Source: an optimization exercise on an open RTL-to-GDS flow (aim: small area). Production flows keep margins and buffers that such runs may drop.
Function was checked by simulation only, so behaviour that the tests miss may differ from the original.
No activity file was given, so power comes from the tool's default toggle rates.

==> quartz <==
Design top, start of the top module:
module top (
    input axi_clk,axi_rst_n,
    output reg m_axis_valid,
    output [127:0] m_axis_data,
    input m_axis_ready,
    input s_axis_valid,
    input [63:0] s_axis_data,
    output s_axis_ready
);
Settings: LEC_CHECK=0, CAP_MARGIN=20, CORE_MARGIN=2, CORE_UTILIZATION=55, CTS_CLUSTER_DIAMETER=80, CTS_CLUSTER_SIZE=25, GPL_TIMING_DRIVEN=0, PLACE_DENSITY=0.7, SLEW_MARGIN=20; clock period 8.0 ns.
standard.sh (not shown) runs the stock make flow with config.mk's settings and CLKGATE_MAP_FILE= SYNTH_SCRIPT=/design/flow/synth_recipe.tcl, a recipe that flattens the netlist after the stock synthesis.
==> flow/flow/run.sh <==
#!/bin/bash
# Layout flow: the standard synthesis (for the register set and names), then
# the combinational logic is replaced by the gate-level netlist that
# flow/gen.py builds (the same gates as rtl/), then the standard layout.
set -euo pipefail
R=orfs/results/sky130hd/top/base
bash standard.sh synth > synth.log 2>&1
cp $R/1_2_yosys.v $R/1_2_yosys_std.v
python3 flow/gen.py net $R/1_2_yosys_std.v $R/1_2_yosys.v > gen.log 2>&1
rm -f $R/1_synth.odb $R/1_synth.sdc
bash standard.sh "BUFFER_PORTS_ARGS=-buffer_cell sky130_fd_sc_hd__buf_1" finish > layout.log 2>&1
Other scripts of this flow, unchanged in this note and not shown: flow/flow/gen.py
==> fjord: changes against quartz <==
--- a/flow/flow/run.sh
+++ b/flow/flow/run.sh
@@ -10,2 +10,2 @@
 rm -f $R/1_synth.odb $R/1_synth.sdc
-bash standard.sh "BUFFER_PORTS_ARGS=-buffer_cell sky130_fd_sc_hd__buf_1" finish > layout.log 2>&1
+bash standard.sh finish > layout.log 2>&1
--- a/flow/config.mk
+++ b/flow/config.mk
@@ -9,7 +9,4 @@
 export CORE_MARGIN = 2
-export CORE_UTILIZATION = 55
-export CTS_CLUSTER_DIAMETER = 80
-export CTS_CLUSTER_SIZE = 25
-export GPL_TIMING_DRIVEN = 0
-export PLACE_DENSITY = 0.7
+export CORE_UTILIZATION = 40
+export PLACE_DENSITY = 0.6
 export SLEW_MARGIN = 20
==> cedar: changes against quartz <==
--- a/flow/config.mk
+++ b/flow/config.mk
@@ -10,4 +10,2 @@
 export CORE_UTILIZATION = 55
-export CTS_CLUSTER_DIAMETER = 80
-export CTS_CLUSTER_SIZE = 25
 export GPL_TIMING_DRIVEN = 0
==> xenon: changes against quartz <==
--- a/flow/config.mk
+++ b/flow/config.mk
@@ -10,4 +10,4 @@
 export CORE_UTILIZATION = 55
-export CTS_CLUSTER_DIAMETER = 80
-export CTS_CLUSTER_SIZE = 25
+export CTS_CLUSTER_DIAMETER = 100
+export CTS_CLUSTER_SIZE = 30
 export GPL_TIMING_DRIVEN = 0
==> qor summary <==
| item | quartz | cedar | xenon | fjord |
|---|---|---|---|---|
| Post-route cell area | 0.0393 mm2 | 0.0396 mm2 | 0.0389 mm2 | 0.0418 mm2 |
| Worst Tran Pin Value | 1.15 ns | 1.15 ns | 1.14 ns | 1.14 ns |
| Overall routing resource usage | 0.317 | 0.317 | 0.313 | 0.247 |
| Die boundary width | 259 um | 259 um | 259 um | 303 um |
| WL met3 | 10800 um | 10600 um | 10500 um | 8650 um |
| TritonRoute pass-1 iters | 5 | 5 | 6 | 6 |
| Number of instances in the placed design | 4024 | 4024 | 4024 | 4466 |
| Critical path peak fanout | 28 | 28 | 28 | 21 |
| Final routed wire length divided by cell count | 24.3 um | 24.3 um | 24.2 um | 23.5 um |
| Via count of the first global-routing pass | 27702 | 27837 | 27546 | 27415 |
| Worst IR Drop VDD | 0.000258 V | 0.000228 V | 0.000259 V | 0.000225 V |
| Effective utilization at floorplan | 0.555 | 0.555 | 0.555 | 0.404 |
| Status | no timing/DRC/antenna violations | no timing/DRC/antenna violations | no timing/DRC/antenna violations | no timing/DRC/antenna violations |
| Signed area change from the synthesized netlist to the final layout | 9.96% | 10.8% | 9.02% | 17.1% |
| Power density relative to cell area | 460 mW/mm2 | 463 mW/mm2 | 455 mW/mm2 | 445 mW/mm2 |
| Sequential cell area share | 0.206 | 0.205 | 0.208 | 0.193 |
| Met2 Routed Length | 45500 um | 45900 um | 45200 um | 51100 um |

---

==> inputs of v3 <==
top again, from the RTL that the note above started with.
==> flow/design.v (excerpt) <==
module top (
    input axi_clk,axi_rst_n,
    output reg m_axis_valid,
    output [127:0] m_axis_data,
    input m_axis_ready,
    input s_axis_valid,
    input [63:0] s_axis_data,
    output s_axis_ready
);
    wire busy;
    systolic_array uut (
        .clk(axi_clk),
        .reset(axi_rst_n),
        .matrixA(s_axis_data[63:32]),
        .matrixB(s_axis_data[31:0]),
        .valid_in(s_axis_valid),
        .result(m_axis_data),
        .busy(busy)
    );
    assign s_axis_ready = 1'b1;
    always @(posedge axi_clk or negedge axi_rst_n) begin
        if (!axi_rst_n) m_axis_valid <= 1'b0;
        else            m_axis_valid <= !s_axis_valid;
    end
endmodule
clock: 8.0 ns
lec_check: 0
cap_margin: 20
core_margin: 2
core_utilization: 65
cts_cluster_diameter: 100
cts_cluster_size: 30
gpl_timing_driven: 0
place_density: 0.8
slew_margin: 20
==> flow/flow/run.sh <==
#!/bin/bash
# Layout flow: the standard synthesis (for the register set and names), then
# the combinational logic is replaced by the gate-level netlist that
# flow/gen.py builds (the same gates as rtl/), then the standard layout.
set -euo pipefail
R=orfs/results/sky130hd/top/base
bash standard.sh synth > synth.log 2>&1
cp $R/1_2_yosys.v $R/1_2_yosys_std.v
python3 flow/gen.py net $R/1_2_yosys_std.v $R/1_2_yosys.v > gen.log 2>&1
rm -f $R/1_synth.odb $R/1_synth.sdc
bash standard.sh "BUFFER_PORTS_ARGS=-buffer_cell sky130_fd_sc_hd__buf_1" finish > layout.log 2>&1
Other scripts of this flow, unchanged in this note and not shown: flow/flow/gen.py
==> v26 (differences from v3) <==
- CORE_UTILIZATION: 65 -> 40
- CTS_CLUSTER_DIAMETER: 100 -> unset
- CTS_CLUSTER_SIZE: 30 -> unset
- PLACE_DENSITY: 0.8 -> 0.6
==> qor summary <==
	v3	v26
Status	complete, no violations	complete, no violations
Clock-pin slew of the registers on the worst-case setup and hold paths	0.12 ns	0.05 ns
Final non-filler cell area	39250 µm²	40570 µm²
Worst setup skew after layout	0.05096 ns	0.01945 ns
Min Tclk post-route	7.875 ns	7.783 ns
Final Core Density	72.65%	45.91%
First-pass GRT wire length	160.0 mm	168.5 mm
Final routed wirelength across all metal layers	102.9 mm	106.7 mm
Part of the power in the clock network	6.9%	11.6%
Number of filler instances in the final layout	3566	8156
Maximum clock frequency	0.1270 GHz	0.1285 GHz
Area occupied by multi-input gates	27370 µm²	27380 µm²
Overall power	17.78 mW	18.30 mW
Share of the cycle needed by the critical path after routing	98.44%	97.28%
Sequential-cell power consumption	4.22 mW	4.17 mW
Reg2reg end	uut.row[2].col[3].mac.nacc[15]	uut.row[2].col[2].mac.nacc[15]
Instance count on the critical path	18	19
Switching power as a share of total power	45.84%	43.72%
Register share of the cell area	20.62%	19.96%
Buffering overhead	4.431%	4.120%
DRT iter0 DRCs	2764	1710
Pin count of the biggest net entering global routing	34	30
CP max stage delay	0.83 ns	0.59 ns
Switching pwr	8.149 mW	8.001 mW

-- port drivers added, routing unchanged --
Ports are ideal in the flow. The routed layouts listed here were re-timed in OpenROAD. Step 1 (the two cells are an assumption about what drives the block):
set clk [get_ports {axi_clk}]
set_driving_cell -lib_cell sky130_fd_sc_hd__clkbuf_16 $clk
set_driving_cell -lib_cell sky130_fd_sc_hd__buf_2 [delete_from_list [all_inputs] $clk]
Step 2 adds t to the input delays and takes it off the output delays; t is the mean of the earliest and latest rising clock arrival at the registers after step 1. Input paths then give back, and output paths get back, about the clock's delay inside the block. a / b / c = no drivers / after step 1 / after step 2; a / b = the first two.
run | t, ns | slack for setup (ns) | worst setup path at the end | worst register clock-pin slew, ns
quartz | 0.647 | 0.128 / 0.128 / 0.128 | register to register | 0.09 / 0.09
fjord | 0.649 | 0.355 / 0.355 / 0.355 | register to register | 0.06 / 0.06
cedar | 0.663 | 0.110 / 0.110 / 0.110 | register to register | 0.07 / 0.07
xenon | 0.663 | 0.074 / 0.074 / 0.074 | register to register | 0.11 / 0.11
v3 | 0.637 | 0.125 / 0.125 / 0.125 | register to register | 0.12 / 0.12
v26 | 0.656 | 0.217 / 0.217 / 0.217 | register to register | 0.06 / 0.06
After both steps every run listed still meets setup and hold.
